Context: an optimization exercise on an open-source flow, tuned for small area. The choices shown serve that exercise and are no tape-out recipe.
The RTL was checked by simulation tests, not by an equivalence proof against the original design.
No activity file was given, so power comes from the tool's default toggle rates.

==> design.v <==
`timescale 1ns / 1ps
module main(clk, vs_vga, hs_vga, RED, GREEN, BLUE, SWITCH, BUTTON);
	input [3:0] SWITCH;
	input [3:0] BUTTON;
	input clk;
	output [2:0] RED;
	output [2:0] GREEN;
	output [1:0] BLUE;
	output vs_vga;
	output hs_vga;
	wire reset = SWITCH[3];
	reg [9:0] xc;
	reg [9:0] yc;
	reg hs, vs, rst_d;
	wire xc_wrap = (xc == 10'd799);
	wire xc_687 = (xc == 10'd687);
	wire [9:0] xc_inc = inc10(xc);
	wire [9:0] yc_inc = (yc == 10'd524) ? 10'd0 : inc10(yc);
	wire [9:0] yc_next = xc_687 ? yc_inc : yc;
	always @(posedge clk) begin
		rst_d <= reset;
		if (reset) begin
			xc <= 10'd687;
			yc <= 10'd512;
		end else begin
			xc <= xc_wrap ? 10'd0 : xc_inc;
			yc <= yc_next;
		end
		hs <= ~reset && GE(xc, 687) && LE(xc, 782);
		vs <= ~reset && (yc_next == 10'd513 || yc_next == 10'd514);
	end
	assign hs_vga = hs;
	assign vs_vga = vs;
	wire x_in = GE(xc, 1) && LE(xc, 640);
	wire y_lt480 = LT(yc, 480);
	wire y_in = y_lt480 || (xc == 10'd688 && yc == 10'd480);
	wire [9:0] CurrentX = x_in ? xc : 10'd0;
	wire [8:0] CurrentY = y_in ? yc[8:0] : 9'd0;
	wire blank_next = ~rst_d && (GE(xc, 640) || ~y_lt480);
	reg [9:0] counter;
	wire tick = (counter == 10'd511);
	always @(posedge clk)
		if (reset) counter <= 10'd0;
		else counter <= inc10(counter);
	reg [9:0] playerPosX;
	reg [8:0] playerPosY;
	reg [2:0] pcClass;       
	reg [3:0] mapX;
	reg [3:0] mapY;
	reg [1:0] dragState;
	reg [9:0] grundleX;
	reg [8:0] grundleY;
	reg itemGet;
	reg [9:0] swordX;
	reg [8:0] swordY;
	reg collision;
	function [7:0] pc_decode; input [2:0] c; input [9:0] sx; input [8:0] sy;
		case (c)
			3'd0: pc_decode = 8'b11111100;
			3'd1: pc_decode = 8'b10000111;
			3'd2: pc_decode = 8'b00000000;
			3'd3: pc_decode = 8'b00100111;
			3'd4: pc_decode = 8'b01111000;
			3'd5: pc_decode = 8'b00011100;
			3'd6: pc_decode = 8'b11111111;
			default: pc_decode = {sy[7:4], sx[3:0]};
		endcase
	endfunction
	wire [7:0] playerColor = pc_decode(pcClass, swordX, swordY);
	wire [9:0] pX_n;
	wire [8:0] pY_n;
	wire [3:0] mX_n;
	wire [3:0] mY_n;
	wire [2:0] pc_n;
	wire [9:0] gX_n;
	wire [8:0] gY_n;
	wire [1:0] dS_n;
	wire iG_n;
	wire [9:0] sX_n;
	wire [8:0] sY_n;
	step step_i(.BUTTON(BUTTON), .collision(collision),
		.playerPosX(playerPosX), .playerPosY(playerPosY), .mapX(mapX), .mapY(mapY),
		.dragState(dragState), .grundleX(grundleX), .grundleY(grundleY), .itemGet(itemGet),
		.swordX(swordX), .swordY(swordY),
		.pX_n(pX_n), .pY_n(pY_n), .mX_n(mX_n), .mY_n(mY_n), .pc_n(pc_n),
		.gX_n(gX_n), .gY_n(gY_n), .dS_n(dS_n), .iG_n(iG_n), .sX_n(sX_n), .sY_n(sY_n));
	wire [3:0] mapX_d = reset ? 4'd3 : (tick ? mX_n : mapX);
	wire [3:0] mapY_d = reset ? 4'd5 : (tick ? mY_n : mapY);
	always @(posedge clk) begin
		mapX <= mapX_d;
		mapY <= mapY_d;
		if (reset) begin
			playerPosX <= 10'd320;
			playerPosY <= 9'd380;
			pcClass <= 3'd0;
			dragState <= 2'd0;
			grundleX <= 10'd160;
			grundleY <= 9'd240;
			itemGet <= 1'b0;
			swordX <= 10'd560;
			swordY <= 9'd240;
		end else if (tick) begin
			playerPosX <= pX_n;
			playerPosY <= pY_n;
			pcClass <= pc_n;
			dragState <= dS_n;
			grundleX <= gX_n;
			grundleY <= gY_n;
			itemGet <= iG_n;
			swordX <= sX_n;
			swordY <= sY_n;
		end
	end
	wire [7:0] roomColor;
	rooms rooms_i(.mapX(mapX_d), .mapY(mapY_d), .CurrentX(CurrentX), .CurrentY(CurrentY),
		.playerColor(playerColor), .color(roomColor));
	reg [7:0] mapStage;
	reg [7:0] mapData;
	always @(posedge clk) begin
		mapStage <= roomColor;
		mapData <= mapStage;
	end
	wire [7:0] color_n;
	wire collision_n;
	render render_i(.CurrentX(CurrentX), .CurrentY(CurrentY), .mapX(mapX), .mapY(mapY),
		.dragState(dragState), .grundleX(grundleX), .grundleY(grundleY), .itemGet(itemGet),
		.swordX(swordX), .swordY(swordY), .playerPosX(playerPosX), .playerPosY(playerPosY),
		.playerColor(playerColor), .mapData(mapData), .collision_in(collision),
		.color(color_n), .collision(collision_n));
	reg [7:0] color;
	always @(posedge clk) begin
		color <= blank_next ? 8'd0 : color_n;
		collision <= ~reset & collision_n;
	end
	assign RED = color[7:5];
	assign GREEN = color[4:2];
	assign BLUE = color[1:0];
	function [11:0] add12; input [11:0] a; input [11:0] b; input cin;
		integer i; reg c;
		begin
			c = cin;
			for (i = 0; i < 12; i = i + 1) begin
				add12[i] = a[i] ^ b[i] ^ c;
				c = (a[i] & b[i]) | (c & (a[i] ^ b[i]));
			end
		end
	endfunction
	function [9:0] add10; input [9:0] a; input [9:0] b;
		reg [11:0] t; begin t = add12({2'b0, a}, {2'b0, b}, 1'b0); add10 = t[9:0]; end
	endfunction
	function [8:0] add9; input [8:0] a; input [8:0] b;
		reg [11:0] t; begin t = add12({3'b0, a}, {3'b0, b}, 1'b0); add9 = t[8:0]; end
	endfunction
	function [3:0] add4; input [3:0] a; input [3:0] b;
		reg [11:0] t; begin t = add12({8'b0, a}, {8'b0, b}, 1'b0); add4 = t[3:0]; end
	endfunction
	function [9:0] inc10; input [9:0] a;
		reg [11:0] t; begin t = add12({2'b0, a}, 12'd0, 1'b1); inc10 = t[9:0]; end
	endfunction
	function [10:0] sub11; input [10:0] a; input [10:0] b;
		reg [11:0] t; begin t = add12({1'b0, a}, ~{1'b0, b}, 1'b1); sub11 = t[10:0]; end
	endfunction
	function [9:0] sub10; input [9:0] a; input [9:0] b;
		reg [11:0] t; begin t = add12({2'b0, a}, ~{2'b0, b}, 1'b1); sub10 = t[9:0]; end
	endfunction
	function LT; input [11:0] a; input [11:0] b;
		integer i; reg c;
		begin
			c = 1'b1;
			for (i = 0; i < 12; i = i + 1)
				c = (a[i] & ~b[i]) | (c & ~(a[i] ^ b[i]));
			LT = ~c;
		end
	endfunction
	function GE; input [11:0] a; input [11:0] b; GE = ~LT(a, b); endfunction
	function GT; input [11:0] a; input [11:0] b; GT = LT(b, a); endfunction
	function LE; input [11:0] a; input [11:0] b; LE = ~LT(b, a); endfunction
endmodule
module step(BUTTON, collision, playerPosX, playerPosY, mapX, mapY, dragState,
		grundleX, grundleY, itemGet, swordX, swordY,
		pX_n, pY_n, mX_n, mY_n, pc_n, gX_n, gY_n, dS_n, iG_n, sX_n, sY_n);
	input [3:0] BUTTON;
	input collision;
	input [9:0] playerPosX;
	input [8:0] playerPosY;
	input [3:0] mapX, mapY;
	input [1:0] dragState;
	input [9:0] grundleX;
	input [8:0] grundleY;
	input itemGet;
	input [9:0] swordX;
	input [8:0] swordY;
	output reg [9:0] pX_n;
	output reg [8:0] pY_n;
	output reg [3:0] mX_n, mY_n;
	output reg [2:0] pc_n;
	output [9:0] gX_n;
	output [8:0] gY_n;
	output [1:0] dS_n;
	output iG_n;
	output [9:0] sX_n;
	output [8:0] sY_n;
	wire startRoom = (mapX == 4'd3) && (mapY == 4'd5);
	wire xr = ~LT(playerPosX, 624);       
	wire xl = LE(playerPosX, 16);         
	wire yd = ~LT(playerPosY, 470);
	wire yu = LE(playerPosY, 10);
	wire mvL = BUTTON[3] & ~xl;
	wire mvR = BUTTON[0] & ~xr;
	wire mvU = BUTTON[2] & ~yu;
	wire mvD = BUTTON[1] & ~yd;
	wire canMove = (dragState != 2'd1);
	wire xmove = canMove & (mvL | mvR);
	wire xneg = mvL ^ collision;          
	wire ymove = canMove & (mvU | mvD);
	wire yneg = mvU ^ collision;
	wire [9:0] xdelta = xmove ? (xneg ? (collision ? 10'h3F9 : 10'h3FF) : (collision ? 10'd7 : 10'd1)) : 10'd0;
	wire [8:0] ydelta = ymove ? (yneg ? (collision ? 9'h1F9 : 9'h1FF) : (collision ? 9'd7 : 9'd1)) : 9'd0;
	wire [9:0] pX_mv = add10(playerPosX, xdelta);
	wire [8:0] pY_mv = add9(playerPosY, ydelta);
	wire trR = xr & (mapX != 4'd8);
	wire trD = yd & (mapY != 4'd8);
	wire trU = yu & (mapY != 4'd0);
	wire trL = xl & (mapX != 4'd0);
	always @(*) begin
		pX_n = pX_mv;
		pY_n = pY_mv;
		mX_n = mapX;
		mY_n = mapY;
		if (trR) begin
			if (mapX == 4'd1 && mapY == 4'd6) begin
				mX_n = 4'd1; mY_n = 4'd4;
			end else if (mapX == 4'd2 && mapY == 4'd5) begin
				mX_n = 4'd1; mY_n = 4'd5;
			end else if (mapX == 4'd2 && mapY == 4'd4) begin
				mX_n = 4'd1; mY_n = 4'd6;
			end else
				mX_n = add4(mapX, 4'd1);
			pX_n = 10'd20;
		end else if (trD) begin
			pY_n = 9'd14;
			mY_n = add4(mapY, 4'd1);
		end else if (trU) begin
			pY_n = 9'd466;
			mY_n = add4(mapY, 4'hF);
		end else if (trL) begin
			if (mapX == 4'd1 && mapY == 4'd6) begin
				mX_n = 4'd2; mY_n = 4'd4;
			end else if (mapX == 4'd1 && mapY == 4'd5) begin
				mX_n = 4'd2; mY_n = 4'd5;
			end else if (mapX == 4'd1 && mapY == 4'd4) begin
				mX_n = 4'd1; mY_n = 4'd6;
			end else
				mX_n = add4(mapX, 4'hF);
			pX_n = 10'd619;
		end
		if (mapX == 4'd3 && LE(mapY, 5))
			pc_n = (itemGet && dragState == 2'd2) ? 3'd7 : 3'd0;
		else if (mapX == 4'd1)
			pc_n = (mapY == 4'd2) ? 3'd1 : (mapY == 4'd3) ? 3'd2 : 3'd3;
		else if (mapX == 4'd2 && LT(mapY, 6))
			pc_n = 3'd3;
		else if (mapX == 4'd2 && mapY == 4'd6)
			pc_n = 3'd4;
		else if (mapX == 4'd3 && mapY == 4'd6)
			pc_n = 3'd5;
		else
			pc_n = 3'd6;
	end
	wire chase = startRoom && (dragState == 2'd0);
	wire [10:0] dgx = sub11({1'b0, playerPosX}, {1'b0, grundleX});
	wire [9:0] dgy = sub10({1'b0, playerPosY}, {1'b0, grundleY});
	wire gx_eq = (dgx == 11'd0);
	wire gy_eq = (dgy == 10'd0);
	assign gX_n = (chase & ~gx_eq) ? add10(grundleX, dgx[10] ? 10'h3FF : 10'd1) : grundleX;
	assign gY_n = (chase & ~gy_eq) ? add9(grundleY, dgy[9] ? 9'h1FF : 9'd1) : grundleY;
	assign dS_n = (chase & gx_eq & gy_eq) ? (itemGet ? 2'd2 : 2'd1) : dragState;
	wire pick = startRoom && GE(playerPosX, 533) && LE(playerPosX, 535) &&
	            GE(playerPosY, 237) && LE(playerPosY, 247);
	assign iG_n = itemGet | pick;
	assign sX_n = itemGet ? add10(playerPosX, 10'd32) : swordX;
	assign sY_n = itemGet ? playerPosY : swordY;
	function [11:0] add12; input [11:0] a; input [11:0] b; input cin;
		integer i; reg c;
		begin
			c = cin;
			for (i = 0; i < 12; i = i + 1) begin
				add12[i] = a[i] ^ b[i] ^ c;
				c = (a[i] & b[i]) | (c & (a[i] ^ b[i]));
			end
		end
	endfunction
	function [9:0] add10; input [9:0] a; input [9:0] b;
		reg [11:0] t; begin t = add12({2'b0, a}, {2'b0, b}, 1'b0); add10 = t[9:0]; end
	endfunction
	function [8:0] add9; input [8:0] a; input [8:0] b;
		reg [11:0] t; begin t = add12({3'b0, a}, {3'b0, b}, 1'b0); add9 = t[8:0]; end
	endfunction
	function [3:0] add4; input [3:0] a; input [3:0] b;
		reg [11:0] t; begin t = add12({8'b0, a}, {8'b0, b}, 1'b0); add4 = t[3:0]; end
	endfunction
	function [9:0] inc10; input [9:0] a;
		reg [11:0] t; begin t = add12({2'b0, a}, 12'd0, 1'b1); inc10 = t[9:0]; end
	endfunction
	function [10:0] sub11; input [10:0] a; input [10:0] b;
		reg [11:0] t; begin t = add12({1'b0, a}, ~{1'b0, b}, 1'b1); sub11 = t[10:0]; end
	endfunction
	function [9:0] sub10; input [9:0] a; input [9:0] b;
		reg [11:0] t; begin t = add12({2'b0, a}, ~{2'b0, b}, 1'b1); sub10 = t[9:0]; end
	endfunction
	function LT; input [11:0] a; input [11:0] b;
		integer i; reg c;
		begin
			c = 1'b1;
			for (i = 0; i < 12; i = i + 1)
				c = (a[i] & ~b[i]) | (c & ~(a[i] ^ b[i]));
			LT = ~c;
		end
	endfunction
	function GE; input [11:0] a; input [11:0] b; GE = ~LT(a, b); endfunction
	function GT; input [11:0] a; input [11:0] b; GT = LT(b, a); endfunction
	function LE; input [11:0] a; input [11:0] b; LE = ~LT(b, a); endfunction
endmodule
module rooms(mapX, mapY, CurrentX, CurrentY, playerColor, color);
	input [3:0] mapX, mapY;
	input [9:0] CurrentX;
	input [8:0] CurrentY;
	input [7:0] playerColor;
	output [7:0] color;
	localparam [7:0] GREY = 8'b10110110;
	function wall_start; input [9:0] X; input [8:0] Y;
		wall_start = (LT(Y, 40)) || (LT(X, 40)) || ~(LT(X, 600)) || (~(LT(Y, 440)) && ((LT(X, 260)) || ~(LT(X, 380))));
	endfunction
	function wall_htop; input [9:0] X; input [8:0] Y;
		wall_htop = ~(LT(Y, 440)) || (GT(X, 600)) || ((LT(Y, 40)) && ((LT(X, 260)) || ~(LT(X, 380))));
	endfunction
	function wall_hleft; input [9:0] X; input [8:0] Y;
		wall_hleft = ((LT(Y, 40)) && ((LT(X, 260)) || ~(LT(X, 380)))) || (LT(X, 40)) || ~(LT(Y, 440));
	endfunction
	function wall_castle; input [9:0] X; input [8:0] Y;
		wall_castle = (LE(X, 31)) || (GE(X, 608)) ||
			(GE(Y, 441) && (LE(X, 256) || GE(X, 384))) ||
			(LE(Y, 39) && (LE(X, 159) || GE(X, 480))) ||
			(GE(X, 160) && LE(X, 175) && LE(Y, 199)) ||
			(GE(X, 176) && LE(X, 191) && GE(Y, 40) && LE(Y, 199)) ||
			(GE(X, 192) && LE(X, 207) && LE(Y, 359)) ||
			(GE(X, 208) && LE(X, 223) && GE(Y, 40) && LE(Y, 359)) ||
			(GE(X, 224) && LE(X, 239) && LE(Y, 359)) ||
			(GE(X, 240) && LE(X, 255) && GE(Y, 40) && LE(Y, 359)) ||
			(GE(X, 256) && LE(X, 271) && LE(Y, 359)) ||
			(GE(X, 272) && LE(X, 287) && GE(Y, 120) && LE(Y, 359)) ||
			(GE(X, 288) && LE(X, 351) && GE(Y, 120) && LE(Y, 279)) ||
			(GE(X, 352) && LE(X, 367) && GE(Y, 120) && LE(Y, 359)) ||
			(GE(X, 368) && LE(X, 383) && LE(Y, 359)) ||
			(GE(X, 384) && LE(X, 399) && GE(Y, 40) && LE(Y, 359)) ||
			(GE(X, 400) && LE(X, 415) && LE(Y, 359)) ||
			(GE(X, 416) && LE(X, 431) && GE(Y, 40) && LE(Y, 359)) ||
			(GE(X, 432) && LE(X, 447) && LE(Y, 359)) ||
			(GE(X, 448) && LE(X, 463) && GE(Y, 40) && LE(Y, 199)) ||
			(GE(X, 464) && LE(X, 479) && LE(Y, 199));
	endfunction
	function wall_center; input [9:0] X; input [8:0] Y;
		wall_center =
			(LE(X, 63) && (LE(Y, 39) || (GE(Y, 120) && LE(Y, 199)) || (GE(Y, 280) && LE(Y, 359)) || GE(Y, 441))) ||
			(GE(X, 64) && LE(X, 95) && ((GE(Y, 120) && LE(Y, 199)) || GE(Y, 441))) ||
			(GE(X, 96) && LE(X, 127) && (LE(Y, 199) || GE(Y, 441))) ||
			(GE(X, 128) && LE(X, 159) && (GE(Y, 120) && LE(Y, 199))) ||
			(GE(X, 160) && LE(X, 191) && (LE(Y, 39) || GE(Y, 120))) ||
			(GE(X, 192) && LE(X, 223) && (LE(Y, 39))) ||
			(GE(X, 224) && LE(X, 255)) ||
			(GE(X, 256) && LE(X, 287) && (LE(Y, 359))) ||
			(GE(X, 352) && LE(X, 383) && (LE(Y, 359))) ||
			(GE(X, 384) && LE(X, 415)) ||
			(GE(X, 416) && LE(X, 447) && (LE(Y, 39))) ||
			(GE(X, 448) && LE(X, 479) && (LE(Y, 39) || GE(Y, 120))) ||
			(GE(X, 480) && LE(X, 511) && (GE(Y, 120) && LE(Y, 199))) ||
			(GE(X, 512) && LE(X, 543) && (LE(Y, 199) || GE(Y, 441))) ||
			(GE(X, 544) && LE(X, 575) && ((GE(Y, 120) && LE(Y, 199)) || GE(Y, 441))) ||
			(GE(X, 576) && LE(X, 640) && (LE(Y, 39) || (GE(Y, 120) && LE(Y, 199)) || (GE(Y, 280) && LE(Y, 359)) || GE(Y, 441)));
	endfunction
	function wall_ecenter; input [9:0] X; input [8:0] Y;
		wall_ecenter =
			(LE(X, 63) && (LE(Y, 39) || (GE(Y, 120) && LE(Y, 199)) || (GE(Y, 280) && LE(Y, 359)) || GE(Y, 441))) ||
			(GE(X, 64) && LE(X, 95) && (LE(Y, 39) || (GE(Y, 280) && LE(Y, 359)) || GE(Y, 441))) ||
			(GE(X, 96) && LE(X, 127) && (LE(Y, 359) || GE(Y, 441))) ||
			(GE(X, 128) && LE(X, 159) && (GE(Y, 441))) ||
			(GE(X, 160) && LE(X, 191) && (LE(Y, 359) || GE(Y, 441))) ||
			(GE(X, 192) && LE(X, 223) && ((GE(Y, 280) && LE(Y, 360)) || GE(Y, 441))) ||
			(GE(X, 224) && LE(X, 255) && (LE(Y, 199) || (GE(Y, 280) && LE(Y, 359)))) ||
			(GE(X, 256) && LE(X, 287) && ((GE(Y, 120) && LE(Y, 199)) || (GE(Y, 280) && LE(Y, 359)))) ||
			(GE(X, 288) && LE(X, 351) && (LE(Y, 39) || (GE(Y, 120) && LE(Y, 199)) || (GE(Y, 280) && LE(Y, 359)))) ||
			(GE(X, 352) && LE(X, 383) && ((GE(Y, 120) && LE(Y, 199)) || (GE(Y, 280) && LE(Y, 359)))) ||
			(GE(X, 384) && LE(X, 415) && (LE(Y, 199) || (GE(Y, 280) && LE(Y, 359)))) ||
			(GE(X, 416) && LE(X, 447) && ((GE(Y, 280) && LE(Y, 360)) || GE(Y, 441))) ||
			(GE(X, 448) && LE(X, 479) && (LE(Y, 359) || GE(Y, 441))) ||
			(GE(X, 480) && LE(X, 511) && (GE(Y, 441))) ||
			(GE(X, 512) && LE(X, 543) && (LE(Y, 359) || GE(Y, 441))) ||
			(GE(X, 544) && LE(X, 575) && (LE(Y, 39) || (GE(Y, 280) && LE(Y, 359)) || GE(Y, 441))) ||
			(GE(X, 576) && LE(X, 640) && (LE(Y, 39) || (GE(Y, 120) && LE(Y, 199)) || (GE(Y, 280) && LE(Y, 359)) || GE(Y, 441)));
	endfunction
	function wall_ncenter; input [9:0] X; input [8:0] Y;
		wall_ncenter =
			(LE(X, 63) && (LE(Y, 39) || (GE(Y, 120) && LE(Y, 359)) || GE(Y, 441))) ||
			(GE(X, 64) && LE(X, 95) && (LE(Y, 39) || (GE(Y, 280) && LE(Y, 359)))) ||
			(GE(X, 96) && LE(X, 127) && (LE(Y, 39) || GE(Y, 280))) ||
			(GE(X, 128) && LE(X, 159) && (LE(Y, 359))) ||
			(GE(X, 160) && LE(X, 224) && (LE(Y, 39) || (GE(Y, 280) && LE(Y, 359)) || GE(Y, 441))) ||
			(GE(X, 224) && LE(X, 255) && (LE(Y, 199) || (GE(Y, 280) && LE(Y, 359)) || GE(Y, 441))) ||
			(GE(X, 256) && LE(X, 287) && ((GE(Y, 120) && LE(Y, 199)) || GE(Y, 280))) ||
			(GE(X, 352) && LE(X, 383) && ((GE(Y, 120) && LE(Y, 199)) || GE(Y, 280))) ||
			(GE(X, 384) && LE(X, 415) && (LE(Y, 199) || (GE(Y, 280) && LE(Y, 359)) || GE(Y, 441))) ||
			(GE(X, 416) && LE(X, 479) && (LE(Y, 39) || (GE(Y, 280) && LE(Y, 359)) || GE(Y, 441))) ||
			(GE(X, 480) && LE(X, 511) && (LE(Y, 359))) ||
			(GE(X, 512) && LE(X, 543) && (LE(Y, 39) || GE(Y, 280))) ||
			(GE(X, 544) && LE(X, 575) && (LE(Y, 39) || (GE(Y, 280) && LE(Y, 359)))) ||
			(GE(X, 576) && LE(X, 640) && (LE(Y, 39) || (GE(Y, 120) && LE(Y, 359)) || GE(Y, 441)));
	endfunction
	function wall_scenter; input [9:0] X; input [8:0] Y;
		wall_scenter =
			(LE(X, 63) && (LE(Y, 39) || (GE(Y, 120) && LE(Y, 359)) || GE(Y, 441))) ||
			(GE(X, 64) && LE(X, 95) && (LE(Y, 39) || (GE(Y, 280) && LE(Y, 359)) || GE(Y, 441))) ||
			(GE(X, 96) && LE(X, 127) && (LE(Y, 199) || GE(Y, 281))) ||
			(GE(X, 128) && LE(X, 159) && ((GE(Y, 120) && LE(Y, 199)) || GE(Y, 441))) ||
			(GE(X, 160) && LE(X, 191) && (LE(Y, 39) || (GE(Y, 120) && LE(Y, 199)) || GE(Y, 441))) ||
			(GE(X, 192) && LE(X, 223) && ((GE(Y, 120) && LE(Y, 199)) || GE(Y, 441))) ||
			(GE(X, 224) && LE(X, 255) && (LE(Y, 199) || GE(Y, 441))) ||
			(GE(X, 256) && LE(X, 383) && (GE(Y, 441))) ||
			(GE(X, 384) && LE(X, 415) && (LE(Y, 199) || GE(Y, 441))) ||
			(GE(X, 416) && LE(X, 447) && ((GE(Y, 120) && LE(Y, 199)) || GE(Y, 441))) ||
			(GE(X, 448) && LE(X, 479) && (LE(Y, 39) || (GE(Y, 120) && LE(Y, 199)) || GE(Y, 441))) ||
			(GE(X, 480) && LE(X, 511) && ((GE(Y, 120) && LE(Y, 199)) || GE(Y, 441))) ||
			(GE(X, 512) && LE(X, 543) && (LE(Y, 199) || GE(Y, 281))) ||
			(GE(X, 544) && LE(X, 575) && (LE(Y, 39) || (GE(Y, 280) && LE(Y, 359)) || GE(Y, 441))) ||
			(GE(X, 576) && LE(X, 640) && (LE(Y, 39) || (GE(Y, 120) && LE(Y, 359)) || GE(Y, 441)));
	endfunction
	function wall_swmaze; input [9:0] X; input [8:0] Y;
		wall_swmaze = (LT(Y, 40)) ||
			(LE(X, 63) && ((GE(Y, 120) && LE(Y, 359)) || GE(Y, 441))) ||
			(GE(X, 64) && LE(X, 95) && ((GE(Y, 120) && LE(Y, 199)) || GE(Y, 441))) ||
			(GE(X, 96) && LE(X, 127) && ((GE(Y, 120) && LE(Y, 199)) || GE(Y, 280))) ||
			(GE(X, 128) && LE(X, 159) && ((GE(Y, 120) && LE(Y, 199)) || (GE(Y, 280) && LE(Y, 359)))) ||
			(GE(X, 160) && LE(X, 191) && ((GE(Y, 280) && LE(Y, 359)) || GE(Y, 400))) ||
			(GE(X, 192) && LE(X, 223) && ((GE(Y, 120) && LE(Y, 199)) || (GE(Y, 280) && LE(Y, 359)))) ||
			(GE(X, 224) && LE(X, 255) && ((GE(Y, 120) && LE(Y, 199)) || GE(Y, 280))) ||
			(GE(X, 256) && LE(X, 287) && (GE(Y, 120) && LE(Y, 199))) ||
			(GE(X, 288) && LE(X, 351) && (GE(Y, 120))) ||
			(GE(X, 352) && LE(X, 383) && (GE(Y, 120) && LE(Y, 199))) ||
			(GE(X, 384) && LE(X, 415) && ((GE(Y, 120) && LE(Y, 199)) || GE(Y, 280))) ||
			(GE(X, 416) && LE(X, 447) && ((GE(Y, 120) && LE(Y, 199)) || (GE(Y, 280) && LE(Y, 359)))) ||
			(GE(X, 448) && LE(X, 479) && ((GE(Y, 280) && LE(Y, 359)) || GE(Y, 400))) ||
			(GE(X, 480) && LE(X, 511) && ((GE(Y, 120) && LE(Y, 199)) || (GE(Y, 280) && LE(Y, 359)))) ||
			(GE(X, 512) && LE(X, 543) && ((GE(Y, 120) && LE(Y, 199)) || GE(Y, 280))) ||
			(GE(X, 544) && LE(X, 575) && ((GE(Y, 120) && LE(Y, 199)) || GE(Y, 441))) ||
			(GE(X, 576) && LE(X, 640) && ((GE(Y, 120) && LE(Y, 359)) || GE(Y, 441)));
	endfunction
	reg room_ok, room_wall;
	always @(*) begin
		room_ok = 1'b1;
		case ({mapX, mapY})
			8'h35, 8'h12: room_wall = wall_start(CurrentX, CurrentY);
			8'h36: room_wall = wall_htop(CurrentX, CurrentY);
			8'h26: room_wall = wall_hleft(CurrentX, CurrentY);
			8'h16: room_wall = wall_scenter(CurrentX, CurrentY);
			8'h24: room_wall = wall_swmaze(CurrentX, CurrentY);
			8'h25: room_wall = wall_ecenter(CurrentX, CurrentY);
			8'h15: room_wall = wall_center(CurrentX, CurrentY);
			8'h14: room_wall = wall_ncenter(CurrentX, CurrentY);
			8'h13: room_wall = wall_castle(CurrentX, CurrentY);
			default: begin room_wall = 1'b0; room_ok = 1'b0; end
		endcase
	end
	assign color = room_ok ? (room_wall ? playerColor : GREY) : 8'd0;
	function [11:0] add12; input [11:0] a; input [11:0] b; input cin;
		integer i; reg c;
		begin
			c = cin;
			for (i = 0; i < 12; i = i + 1) begin
				add12[i] = a[i] ^ b[i] ^ c;
				c = (a[i] & b[i]) | (c & (a[i] ^ b[i]));
			end
		end
	endfunction
	function [9:0] add10; input [9:0] a; input [9:0] b;
		reg [11:0] t; begin t = add12({2'b0, a}, {2'b0, b}, 1'b0); add10 = t[9:0]; end
	endfunction
	function [8:0] add9; input [8:0] a; input [8:0] b;
		reg [11:0] t; begin t = add12({3'b0, a}, {3'b0, b}, 1'b0); add9 = t[8:0]; end
	endfunction
	function [3:0] add4; input [3:0] a; input [3:0] b;
		reg [11:0] t; begin t = add12({8'b0, a}, {8'b0, b}, 1'b0); add4 = t[3:0]; end
	endfunction
	function [9:0] inc10; input [9:0] a;
		reg [11:0] t; begin t = add12({2'b0, a}, 12'd0, 1'b1); inc10 = t[9:0]; end
	endfunction
	function [10:0] sub11; input [10:0] a; input [10:0] b;
		reg [11:0] t; begin t = add12({1'b0, a}, ~{1'b0, b}, 1'b1); sub11 = t[10:0]; end
	endfunction
	function [9:0] sub10; input [9:0] a; input [9:0] b;
		reg [11:0] t; begin t = add12({2'b0, a}, ~{2'b0, b}, 1'b1); sub10 = t[9:0]; end
	endfunction
	function LT; input [11:0] a; input [11:0] b;
		integer i; reg c;
		begin
			c = 1'b1;
			for (i = 0; i < 12; i = i + 1)
				c = (a[i] & ~b[i]) | (c & ~(a[i] ^ b[i]));
			LT = ~c;
		end
	endfunction
	function GE; input [11:0] a; input [11:0] b; GE = ~LT(a, b); endfunction
	function GT; input [11:0] a; input [11:0] b; GT = LT(b, a); endfunction
	function LE; input [11:0] a; input [11:0] b; LE = ~LT(b, a); endfunction
endmodule
module render(CurrentX, CurrentY, mapX, mapY, dragState, grundleX, grundleY, itemGet,
		swordX, swordY, playerPosX, playerPosY, playerColor, mapData, collision_in,
		color, collision);
	input [9:0] CurrentX;
	input [8:0] CurrentY;
	input [3:0] mapX, mapY;
	input [1:0] dragState;
	input [9:0] grundleX;
	input [8:0] grundleY;
	input itemGet;
	input [9:0] swordX;
	input [8:0] swordY;
	input [9:0] playerPosX;
	input [8:0] playerPosY;
	input [7:0] playerColor;
	input [7:0] mapData;
	input collision_in;
	output reg [7:0] color;
	output reg collision;
function [23:0] g_main; input [4:0] i; begin case (i)
  5'd0: g_main = 24'h19f030;
  5'd1: g_main = 24'h11f830;
  5'd2: g_main = 24'h331c30;
  5'd3: g_main = 24'h230e30;
  5'd4: g_main = 24'h2f0e60;
  5'd5: g_main = 24'h2b8fe0;
  5'd6: g_main = 24'h39fe00;
  5'd7: g_main = 24'h01fc00;
  5'd8: g_main = 24'h380200;
  5'd9: g_main = 24'h28f100;
  5'd10: g_main = 24'h29f880;
  5'd11: g_main = 24'h0bfc40;
  5'd12: g_main = 24'h0ffe00;
  5'd13: g_main = 24'h03ffe0;
  5'd14: g_main = 24'h01fe00;
  5'd15: g_main = 24'h00f800;
  5'd16: g_main = 24'h001f00;
  5'd17: g_main = 24'h077d80;
  5'd18: g_main = 24'h05fc80;
  5'd19: g_main = 24'h047cc0;
  5'd20: g_main = 24'h057c00;
  5'd21: g_main = 24'h053d80;
  5'd22: g_main = 24'h0739e0;
  5'd23: g_main = 24'h0000c0;
  default: g_main = 24'h0; endcase end endfunction
function [23:0] g_neg; input [4:0] i; begin case (i)
  5'd4: g_neg = 24'h000008;
  5'd5: g_neg = 24'h00000c;
  5'd6: g_neg = 24'h00007c;
  5'd7: g_neg = 24'h000018;
  5'd8: g_neg = 24'h000001;
  5'd9: g_neg = 24'h000002;
  5'd10: g_neg = 24'h000004;
  5'd11: g_neg = 24'h000008;
  5'd12: g_neg = 24'h000078;
  5'd13: g_neg = 24'h00000c;
  5'd14: g_neg = 24'h00007c;
  5'd15: g_neg = 24'h000018;
  5'd20: g_neg = 24'h0001fc;
  5'd21: g_neg = 24'h00003c;
  default: g_neg = 24'h0; endcase end endfunction
function [1:0] g_thr; input [4:0] i; begin case (i)
  5'd4: g_thr = 2'd0;
  5'd5: g_thr = 2'd1;
  5'd6: g_thr = 2'd1;
  5'd7: g_thr = 2'd0;
  5'd8: g_thr = 2'd3;
  5'd9: g_thr = 2'd2;
  5'd10: g_thr = 2'd1;
  5'd11: g_thr = 2'd0;
  5'd12: g_thr = 2'd0;
  5'd13: g_thr = 2'd1;
  5'd14: g_thr = 2'd1;
  5'd15: g_thr = 2'd0;
  5'd20: g_thr = 2'd1;
  5'd21: g_thr = 2'd1;
  default: g_thr = 2'd0; endcase end endfunction
function [15:0] c_mask; input [2:0] i; begin case (i)
  3'd0: c_mask = 16'h001c;
  3'd1: c_mask = 16'h0470;
  3'd2: c_mask = 16'h04e0;
  3'd3: c_mask = 16'h07e0;
  3'd4: c_mask = 16'h07e0;
  3'd5: c_mask = 16'h04e0;
  3'd6: c_mask = 16'h0470;
  3'd7: c_mask = 16'h001c;
  default: c_mask = 16'h0; endcase end endfunction
	wire startRoom = (mapX == 4'd3) && (mapY == 4'd5);
	wire [11:0] gdx = add12(add12({2'b0, CurrentX}, 12'd12, 1'b0), ~{2'b0, grundleX}, 1'b1);
	wire [11:0] gdy = add12(add12({3'b0, CurrentY}, 12'd16, 1'b0), ~{3'b0, grundleY}, 1'b1);
	wire [4:0] gidx = {dragState, gdx[4:2]};
	wire [31:0] gm = {8'd0, g_main(gidx)};
	wire [31:0] gn = {8'd0, g_neg(gidx)};
	wire [1:0] gt = g_thr(gidx);
	wire [4:0] gq = gdy[6:2];
	wire [4:0] gq1 = gq - 5'd1;
	wire gr0 = (gdy[1:0] == 2'd0);
	wire gm_on = gm[gq] | (gr0 & (gq != 5'd0) & gm[gq1]);
	wire gn_on = gn[gq] | (gr0 & (gq != 5'd0) & gn[gq1]);
	wire gy_ok = (gt == 2'd0) ? GE(grundleY, 4) :
	             (gt == 2'd1) ? GE(grundleY, 8) :
	             (gt == 2'd2) ? GE(grundleY, 12) : GE(grundleY, 16);
	wire gx_ok = (gdx[4:2] == 3'd0) ? GE(grundleX, 12) :
	             (gdx[4:2] == 3'd1) ? GE(grundleX, 8) :
	             (gdx[4:2] == 3'd2) ? GE(grundleX, 4) : 1'b1;
	wire grundle_on = startRoom && (dragState != 2'd3) &&
	                  (gdx[11:5] == 7'd0) && (gdy[11:7] == 5'd0) && gx_ok &&
	                  (gm_on | (gy_ok & gn_on));
	wire [11:0] sdx = add12(add12({2'b0, CurrentX}, 12'd28, 1'b0), ~{2'b0, swordX}, 1'b1);
	wire [11:0] sdy = add12(add12({3'b0, CurrentY}, 12'd8, 1'b0), ~{3'b0, swordY}, 1'b1);
	wire s_win = (sdx[11:6] == 6'd0) && (sdy[11:6] == 6'd0);
	wire [15:0] cm = c_mask(sdx[4:2] + 3'd1);
	wire [3:0] cq = sdy[5:2];
	wire [3:0] cq1 = cq - 4'd1;
	wire c_on = s_win && GE(sdx[5:2], 7) && LE(sdx[5:2], 14) &&
	            (cm[cq] | ((sdy[1:0] == 2'd0) & (cq != 4'd0) & cm[cq1]));
	wire challice_on = (dragState == 2'd2) && c_on;
	wire [5:0] sx6 = sdx[5:0];
	wire sw_r0 = GE(swordY, 8) && GE(swordX, 20) && GE(sx6, 8) && LE(sx6, 12);
	wire sw_r1 = GE(swordY, 4) && GE(swordX, 24) && GE(sx6, 4) && LE(sx6, 8);
	wire sw_r2 = GE(swordX, 28) && LE(sx6, 28);
	wire sw_r3 = GE(swordX, 24) && GE(sx6, 4) && LE(sx6, 8);
	wire sw_r4 = GE(swordX, 20) && GE(sx6, 8) && LE(sx6, 12);
	wire [2:0] sk = sdy[4:2];
	wire sw_on = s_win && (sdy[5] == 1'b0) &&
	             ((sk == 3'd0 && sw_r0) || (sk == 3'd1 && sw_r1) || (sk == 3'd2 && sw_r2) ||
	              (sk == 3'd3 && sw_r3) || (sk == 3'd4 && sw_r4));
	wire sword_on = (startRoom || itemGet) && (dragState != 2'd2) && sw_on;
	wire [11:0] pxd = add12(add12({2'b0, CurrentX}, 12'd9, 1'b0), ~{2'b0, playerPosX}, 1'b1);
	wire [11:0] pyd = add12(add12({3'b0, CurrentY}, 12'd9, 1'b0), ~{3'b0, playerPosY}, 1'b1);
	wire player_on = GE(playerPosX, 9) && GE(playerPosY, 9) &&
	                 LT(pxd, 18) && LT(pyd, 18);
	wire noCollideZone = (mapX == 4'd1) && (mapY == 4'd3) && GT(CurrentX, 256) && LT(CurrentX, 384);
	always @(*) begin
		collision = collision_in;
		if (grundle_on)
			color = 8'b00011100;
		else if (challice_on)
			color = {playerPosY[7:4], playerPosX[3:0]};
		else if (sword_on)
			color = 8'b11111100;
		else if (player_on) begin
			color = playerColor;
			collision = (mapData == playerColor) && ~noCollideZone;
		end else
			color = mapData;
	end
	function [11:0] add12; input [11:0] a; input [11:0] b; input cin;
		integer i; reg c;
		begin
			c = cin;
			for (i = 0; i < 12; i = i + 1) begin
				add12[i] = a[i] ^ b[i] ^ c;
				c = (a[i] & b[i]) | (c & (a[i] ^ b[i]));
			end
		end
	endfunction
	function [9:0] add10; input [9:0] a; input [9:0] b;
		reg [11:0] t; begin t = add12({2'b0, a}, {2'b0, b}, 1'b0); add10 = t[9:0]; end
	endfunction
	function [8:0] add9; input [8:0] a; input [8:0] b;
		reg [11:0] t; begin t = add12({3'b0, a}, {3'b0, b}, 1'b0); add9 = t[8:0]; end
	endfunction
	function [3:0] add4; input [3:0] a; input [3:0] b;
		reg [11:0] t; begin t = add12({8'b0, a}, {8'b0, b}, 1'b0); add4 = t[3:0]; end
	endfunction
	function [9:0] inc10; input [9:0] a;
		reg [11:0] t; begin t = add12({2'b0, a}, 12'd0, 1'b1); inc10 = t[9:0]; end
	endfunction
	function [10:0] sub11; input [10:0] a; input [10:0] b;
		reg [11:0] t; begin t = add12({1'b0, a}, ~{1'b0, b}, 1'b1); sub11 = t[10:0]; end
	endfunction
	function [9:0] sub10; input [9:0] a; input [9:0] b;
		reg [11:0] t; begin t = add12({2'b0, a}, ~{2'b0, b}, 1'b1); sub10 = t[9:0]; end
	endfunction
	function LT; input [11:0] a; input [11:0] b;
		integer i; reg c;
		begin
			c = 1'b1;
			for (i = 0; i < 12; i = i + 1)
				c = (a[i] & ~b[i]) | (c & ~(a[i] ^ b[i]));
			LT = ~c;
		end
	endfunction
	function GE; input [11:0] a; input [11:0] b; GE = ~LT(a, b); endfunction
	function GT; input [11:0] a; input [11:0] b; GT = LT(b, a); endfunction
	function LE; input [11:0] a; input [11:0] b; LE = ~LT(b, a); endfunction
endmodule
==> run.sh <==
#!/bin/bash
# synth_recipe.tcl (not shown) runs the flow's synth.tcl, then flattens the netlist and writes it again
# the make line also repeats each setting of config.mk as NAME=value (left out here)
make -C /OpenROAD-flow-scripts/flow DESIGN_CONFIG=/design/flow/config.mk WORK_HOME=/design/flow/orfs CLKGATE_MAP_FILE= SYNTH_SCRIPT=/design/flow/synth_recipe.tcl finish
==> config.mk <==
export PLATFORM = sky130hd
export DESIGN_NAME = main
export DESIGN_NICKNAME = main
export VERILOG_FILES = /design/flow/design.v
export SDC_FILE = /design/flow/constraint.sdc
export NUM_CORES = 4
export LEC_CHECK = 0
export CAP_MARGIN = 20
export CORE_MARGIN = 2
export CORE_UTILIZATION = 40
export SLEW_MARGIN = 20
==> constraint.sdc <==
create_clock -name core_clock -period 20.0 [get_ports {clk}]
set_input_delay 4.0000 -clock core_clock [delete_from_list [all_inputs] [get_ports {clk}]]
set_output_delay 4.0000 -clock core_clock [all_outputs]
set_load 0.01 [all_outputs]
==> flow_summary_export.csv <==
group,metric,value,unit
sta,finClkSkew,0.0217,ns
setup_path,critPathMaxStageDelay,0.81,ns
routing,route.met2.wl,17600,µm
floorplan,start_util,40.4,%
floorplan,die_area,34100,µm²
clocking,cts_resized,0,
placement,dp.final_hpwl,29100,µm
routing,post_drt_via_cell_ratio,5.73,
routing,avgRoutedWirePerCell,18.9,µm
floorplan,die_y,185,µm
clocking,cts_buffers,17,
synth,synth_top_cell_by_area,"dfxtp_1",
sta,setup_tns,0,ns
routing,wl_met3,2110,µm
sta,fmax,120,MHz
setup_path,cp.arrival,8.67,ns
synth,synth_fp_nets,1825,
sta,tightest_slew,1.04,ns
power_and_ir_drop,power.internal,0.497,mW
sta,fin_crit_sh,41.7,%
routing,drtPass1Iterations,5,
cells_and_area,finalNetCount,1792,
placement,gp_congestion,0.943,
synth,synthXorXnorAreaFrac,1.94,%
setup_path,cp_common_cell,"fa_1",
synth,synth_edf_count,0,
setup_path,crit_required,20.33,ns
sta,period_needed,8.34,ns
synth,synthDistinctLibCells,95,
clocking,insertion_delay,0.45,ns
routing,drt-initial-drc-count,1022,
synth,synth_compound_area_share,20.0,%
setup_path,critPathBufInv,4,
sta,setup_viol,0,
power_and_ir_drop,ir_drop,0.0000623,V
sta,relSlewSlack,30.7,%
floorplan,placementRows,66,
placement,portBuffers,15,
synth,ys_dominant_reg_cell,"dfxtp_1",
synth,synth_common_cells,"174 x nand2_1, 159 x inv_1, 134 x nor2_1",
clocking,clock_path_buffers,2,
power_and_ir_drop,leakagePower,6.06,nW
clocking,clk_pin_slew,0.08,ns
worst_hold_path,hp-class,"flop to flop",
global_route,grt_pass1_wl,61600,µm
clocking,cts_tree,"built",
floorplan,die_w,185,µm
floorplan,io_pins,19,
floorplan,core_area,32400,µm²
synth,async_reset_ff_share,0,%
global_route,antenna_found_initial,0,
routing,ant_nets,0,
routing,drc,0,
run,maxCapViolCount,0,
global_route,grt_overflow,0,
synth,synth_area,13100,µm²
power_and_ir_drop,power.share.clock,45.9,%
power_and_ir_drop,netSwitchingFraction,31.3,%
clocking,cts_max_level,4,
synth,synth_cells,1593,
power_and_ir_drop,design_power_total,0.724,mW
synth,synth_simple_gate_area_share,20.6,%
power_and_ir_drop,p_comb_share,14.8,%
clocking,cts_hold_buf,0,
power_and_ir_drop,p_sw,0.227,mW
setup_path,start_kind,"flop",
synth,avgSynthCellArea,8.20,µm²
setup_path,crit_path_top_delay_cell,"nor4_2",
setup_path,critPathMaxFanout,7,
synth,synth_fa_ha_area_share,26.9,%
clocking,cts.sinks,129,
synth,synthTopCellsByArea,"dfxtp_1 20%, fa_1 15%, ha_1 12%",
synth,synth_top_family_by_area,"adder cells",
synth,ys_ff_latch,129,
synth,seq_area_frac_synth,19.8,%
global_route,grt_usage,23.1,%
power_and_ir_drop,p_seq_share,39.3,%
routing,top_layer,"met4",
routing,via_count,11556,
global_route,grt_pass1_vias,11361,
setup_path,cp-end-kind,"flop",
synth,synth_top_area_share,19.8,%
sta,drv_slew,0,
synth,synthMuxAreaShare,3.73,%
clocking,root_buffer,"clkbuf_16",
sta,hold_viol,0,
setup_path,cp_top_family,"adder cells",
cells_and_area,syn_to_final_growth,8.51,%
synth,yosysWarnings,4,
routing,totalWireLength,38000,µm
run_status,status,"complete, no violations",
cells_and_area,drive_gt1_share,5.85,%
setup_path,critPathKind,"flop to flop",
routing,met1_length,17300,µm
synth,yosysMostFrequentCell,"nand2_1",
cells_and_area,n_antenna_cell,0,
sta,rsz0062_at_grt,"no",
global_route,grt_max_degree,76,
clocking,cts_setup_buffers,0,
power_and_ir_drop,cellPowerDensity,51.0,nW/µm²
[through the flow]
stage / setup WS (ns) / util [%] / hold WS, ns / cells / area, µm²
final: 11.66 / 43.8 / 0.328 / 2015 / 14200
after global routing: 11.36 / 43.8 / 0.332 / 2015 / 14200
after CTS: 11.76 / 43.8 / 0.328 / 2015 / 14200
after detailed placement: 11.82 / 41.9 / 0.315 / 1983 / 13600
after global placement: 11.82 / 41.9 / 0.310 / 1983 / 13600
after floorplan: 12.48 / - / 0.310 / 1593 / 13100
[cell families (layout without fill, tap and decap cells)]
logic type	count (synthesis)	in the layout
adder cells (fa/ha/maj)	224	224
AO/OA/AOI/OAI	391	391
flip-flops	129	129
XOR/XNOR	29	29
AND/OR/NAND/NOR	544	544
buffers and inverters	240	220
multiplexers	36	36
[placed cells by master (no fill, tap or decap), types with 32 or more instances in the layout]
master,netlist,routed
nor2_1,134,134
o21ai_0,79,79
fa_1,95,95
ha_1,128,128
nand2_1,174,174
inv_1,159,159
nor3_1,32,32
dfxtp_1,129,129
nand3_1,34,34
a21oi_1,107,107
[routing by layer]
metal | track usage [%] | vias up
met5 | 0 | -
met4 | 7.68 | 0
met3 | 2.87 | 66
met2 | 37.7 | 349
met1 | 31.6 | 5601
li1 | - | 5540
[area by class of cell]
type	count	area [µm²]
repair buffers	28	243
clock buffers	17	425
inverters	160	601
flip-flops and latches	129	2580
multi-input cells	1224	9580
fillers	3266	18200
clock inverters	15	193
well taps	442	553
[state kept, by name (all words and copies together) (netlist names), 4 cells and up]
name,cells
mapY,4
grundleX,10
swordY,9
yc,10
playerPosX,10
grundleY,9
mapStage,8
swordX,10
color,8
playerPosY,9
mapData,8
counter,10
xc,10
mapX,4
[power by group through the flow]
stage	Sequential [mW]	Clock, mW	Combinational [mW]
floorplan	0.288	0	0.0737
global placement	0.289	0	0.105
detailed placement	0.290	0	0.106
CTS	0.284	0.337	0.107
global route	0.286	0.349	0.119
finish	0.284	0.332	0.107
[final timing paths]
path | depth (start not counted) | slack, ns | from | to
min reg2reg | 0 | 0.33 | mapStage[6] | mapData[6]
min | 0 | 0.33 | mapStage[6] | mapData[6]
max | 26 | 11.66 | xc[0] | color[0]
max reg2reg | 26 | 11.66 | xc[0] | color[0]

[separate check: timing with driven ports]
How much do the figures lean on ideal ports? The routed layout below was timed once more, with nothing changed but the port constraints. Step 1 sets driving cells, clkbuf_16 on the clock port and buf_2 on the other inputs (assumed; they add their load-dependent delay and slew). Step 2 moves the port delays by t, midway between the first and last clock arrival at a register: inputs arrive t later, outputs are due t later. That takes back most of the time a late clock gives input paths. Slacks: ideal / step 1 / step 2; pairs: ideal / step 1.
shift t [ns]: 0.487
setup WS [ns]: 11.658 / 11.658 / 11.658
hold slack, ns: 0.328 / 0.328 / 0.328
After both steps this run still meets setup and hold. For this run, drivers alone change the setup slack by 0.000 ns; drivers and shift together by 0.000 ns.
